Context: an optimization exercise on an open-source flow, tuned for small area and a short achievable clock period. The choices shown serve that exercise and are no tape-out recipe.
RTL that was checked went through simulation tests only; none was proved equivalent to the original.

## MAC
module MAC(A,B,out,clk,reset);
	input [15:0] A,B;
	input clk,reset;
	output [35:0] out;
	reg [35:0] acc;
	wire [35:0] nxt;
	always @(posedge clk or posedge reset)
	begin
		if(reset)
			acc <= 36'd0;
		else
			acc <= nxt;
	end
	assign out = acc;
	wire [255:0] pp;
	genvar gi;
	generate for (gi = 0; gi < 16; gi = gi + 1) begin : ppg
		assign pp[16*gi+15:16*gi] = A & {16{B[gi]}};
	end endgenerate
	wire hs1;
	wire hc2;
	wire fs3;
	wire fc4;
	wire hs5;
	wire hc6;
	wire fs7;
	wire fc8;
	wire fs9;
	wire fc10;
	wire hs11;
	wire hc12;
	wire fs13;
	wire fc14;
	wire fs15;
	wire fc16;
	wire fs17;
	wire fc18;
	wire hs19;
	wire hc20;
	wire fs21;
	wire fc22;
	wire fs23;
	wire fc24;
	wire fs25;
	wire fc26;
	wire fs27;
	wire fc28;
	wire hs29;
	wire hc30;
	wire fs31;
	wire fc32;
	wire fs33;
	wire fc34;
	wire fs35;
	wire fc36;
	wire fs37;
	wire fc38;
	wire fs39;
	wire fc40;
	wire hs41;
	wire hc42;
	wire fs43;
	wire fc44;
	wire fs45;
	wire fc46;
	wire fs47;
	wire fc48;
	wire fs49;
	wire fc50;
	wire fs51;
	wire fc52;
	wire fs53;
	wire fc54;
	wire hs55;
	wire hc56;
	wire fs57;
	wire fc58;
	wire fs59;
	wire fc60;
	wire fs61;
	wire fc62;
	wire fs63;
	wire fc64;
	wire fs65;
	wire fc66;
	wire fs67;
	wire fc68;
	wire fs69;
	wire fc70;
	wire hs71;
	wire hc72;
	wire fs73;
	wire fc74;
	wire fs75;
	wire fc76;
	wire fs77;
	wire fc78;
	wire fs79;
	wire fc80;
	wire fs81;
	wire fc82;
	wire fs83;
	wire fc84;
	wire fs85;
	wire fc86;
	wire fs87;
	wire fc88;
	wire hs89;
	wire hc90;
	wire fs91;
	wire fc92;
	wire fs93;
	wire fc94;
	wire fs95;
	wire fc96;
	wire fs97;
	wire fc98;
	wire fs99;
	wire fc100;
	wire fs101;
	wire fc102;
	wire fs103;
	wire fc104;
	wire fs105;
	wire fc106;
	wire fs107;
	wire fc108;
	wire hs109;
	wire hc110;
	wire fs111;
	wire fc112;
	wire fs113;
	wire fc114;
	wire fs115;
	wire fc116;
	wire fs117;
	wire fc118;
	wire fs119;
	wire fc120;
	wire fs121;
	wire fc122;
	wire fs123;
	wire fc124;
	wire fs125;
	wire fc126;
	wire fs127;
	wire fc128;
	wire fs129;
  ...
Size: roughly 730 cells after synthesis, about 36 flip-flops.
Settings: LEC_CHECK=0, CAP_MARGIN=20, CORE_MARGIN=2, CORE_UTILIZATION=40, SLEW_MARGIN=20, SYNTH_HIERARCHICAL=1, SYNTH_MINIMUM_KEEP_SIZE=0; clock period 19.0 ns.
standard.sh (not shown) runs the stock make flow with config.mk's settings and CLKGATE_MAP_FILE= SYNTH_SCRIPT=/design/flow/synth_recipe.tcl, a recipe that flattens the netlist after the stock synthesis.
==> flow/flow/run.sh <==
#!/bin/bash
# The standard layout (standard synthesis, floorplan, place, CTS, route) with two changes:
# repair_timing is asked for a larger setup slack than 0 (flow/setup_margin.txt) so that it
# keeps shortening the critical path, and the port buffers that every input and output gets
# are sky130_fd_sc_hd__buf_1 (flow/port_buffer.txt) instead of the delay cell buffer_ports
# picks by default; repair_timing then sizes the ones on critical paths.
# Make's full output goes to make_finish.log; each tool's own log is under orfs/logs/.
set -euo pipefail
MARGIN=$(cat flow/setup_margin.txt)
PBUF=$(cat flow/port_buffer.txt)
bash standard.sh SETUP_SLACK_MARGIN=$MARGIN "BUFFER_PORTS_ARGS=-buffer_cell $PBUF" finish > make_finish.log 2>&1
==> flow/flow/port_buffer.txt <==
sky130_fd_sc_hd__buf_1
==> flow/flow/setup_margin.txt <==
10
Next try:
--- a/flow/design.v
+++ b/flow/design.v
@@ -1,7 +1,12 @@
+module NOT16(a, y);
+	input [15:0] a;
+	output [15:0] y;
+	assign y = ~a;
+endmodule
 module FA(A,B,C,sum, carry);
 	input A,B,C;
 	output sum,carry;
 	assign sum = A^B^C;
 	assign carry = (A&B) | (B&C) | (C&A);
 endmodule
 module HA(A,B,sum, carry);
@@ -22,16 +27,28 @@
 			acc <= 36'd0;
 		else
 			acc <= nxt;
 	end
 	assign out = acc;
 	wire [255:0] pp;
 	genvar gi;
+	wire [15:0] An0, Bn0;
+	NOT16 ina0(A, An0);
+	NOT16 inb0(B, Bn0);
+	wire [15:0] An1, Bn1;
+	NOT16 ina1(A, An1);
+	NOT16 inb1(B, Bn1);
+	genvar gj;
 	generate for (gi = 0; gi < 16; gi = gi + 1) begin : ppg
-		assign pp[16*gi+15:16*gi] = A & {16{B[gi]}};
+		for (gj = 0; gj < 16; gj = gj + 1) begin : ppc
+			wire an, bn;
+			assign an = (gi * 2 / 16 == 0) ? An0[gj] : An1[gj];
+			assign bn = (gj * 2 / 16 == 0) ? Bn0[gi] : Bn1[gi];
+			assign pp[16*gi+gj] = ~(an | bn);
+		end
 	end endgenerate
 	wire hs1;
 	wire hc2;
 	wire fs3;
 	wire fc4;
 	wire hs5;
 	wire hc6;
What happened:
- cell area decreases by about 5%
- non-clock buffer count decreases by 5
- final cell count increases by 5.5%
- via count increases by 3.6%
- utilization decreases by 0.77 points
- routed wire length decreases by 8.3%
- die area decreases by 3.4%

========
== v6 ==
Another version of the RTL of MAC (not shown whole).
For scale: roughly 790 cells after synthesis, roughly 36 flip-flops, roughly 70 I/O pins.
Settings: LEC_CHECK=0, CAP_MARGIN=20, CORE_MARGIN=2, CORE_UTILIZATION=65, CTS_BUF_LIST=sky130_fd_sc_hd__clkbuf_2 sky130_fd_sc_hd__clkbuf_4 sky130_fd_sc_hd__clkbuf_8, SLEW_MARGIN=20, SYNTH_HIERARCHICAL=1, SYNTH_MINIMUM_KEEP_SIZE=0; clock period 19.0 ns.
Scripts as last shown in full above: flow/flow/run.sh, flow/flow/port_buffer.txt, flow/flow/setup_margin.txt
#### Input delta (v7 over v6)
--- a/flow/design.v
+++ b/flow/design.v
@@ -1,12 +1,7 @@
-module NOT16(a, y);
-	input [15:0] a;
-	output [15:0] y;
-	assign y = ~a;
-endmodule
 module FA(A,B,C,sum, carry);
 	input A,B,C;
 	output sum,carry;
 	assign sum = A^B^C;
 	assign carry = (A&B) | (B&C) | (C&A);
 endmodule
 module HA(A,B,sum, carry);
@@ -25,21 +20,18 @@
 	begin
 		if(reset)
 			acc <= 36'd0;
 		else
 			acc <= nxt;
 	end
 	assign out = acc;
-	wire [15:0] An, Bn;
-	NOT16 ina(A, An);
-	NOT16 inb(B, Bn);
 	wire [255:0] pp;
 	genvar gi;
 	generate for (gi = 0; gi < 16; gi = gi + 1) begin : ppg
-		assign pp[16*gi+15:16*gi] = ~(An | {16{Bn[gi]}});
+		assign pp[16*gi+15:16*gi] = A & {16{B[gi]}};
 	end endgenerate
 	wire hs1;
 	wire hc2;
 	wire fs3;
 	wire fc4;
 	wire hs5;
 	wire hc6;
Findings:
Total buffers and inverters traversed by the critical path (lower): v7. On synthesized area: v7 sits above v6. From v6 to v7 the numbers moved as follows: overall global routing resource usage saw a decrease, net total in the final layout saw a decrease. Side by side, routed wire length turned out lower in v7 than in v6. Summary: with v6 as the reference, first-pass GRT wire length in v7 moved down by a few percent. Summary of v7 over v6: cell count down 13%, first-iteration detailed-routing DRC count went down by about 60%. Diff v7 and v6: count of cell instances traversed by the critical path higher in v6. On register-to-register slack, v7 and v6 are basically level.
The RTL of v6 was laid out without a check of its function.

-- separate check: timing with driven ports --
No port has a modelled driver above. Below, the same layouts with a new extraction and two added sets of constraints.
Step 1: set_driving_cell puts a clkbuf_16 on clk and a buf_2 on each other input, an assumption about the parent block.
Step 2 also shifts input and output timing later by t, the mid clock arrival at the registers, as if the neighbouring blocks saw the same clock.
Slacks: no drivers / after step 1 / after step 2; pairs: no drivers / after step 1.
| run | t, ns | setup WS [ns] | clock arrival spread, ns |
|---|---|---|---|
| the first run of note 1 | 0.346 | 10.177 / 10.199 / 9.853 | 0.005 / 0.005 |
| the second run of note 1 | 0.346 | 10.261 / 10.277 / 9.931 | 0.012 / 0.011 |
| v6 | 0.370 | 10.074 / 10.071 / 9.701 | 0.017 / 0.017 |
| v7 | 0.362 | 10.182 / 10.187 / 9.825 | 0.017 / 0.017 |
After both steps every run listed still meets setup and hold. The setup slack of v6, which loses most, moves by -0.003 ns with the drivers and by -0.373 ns with both steps.
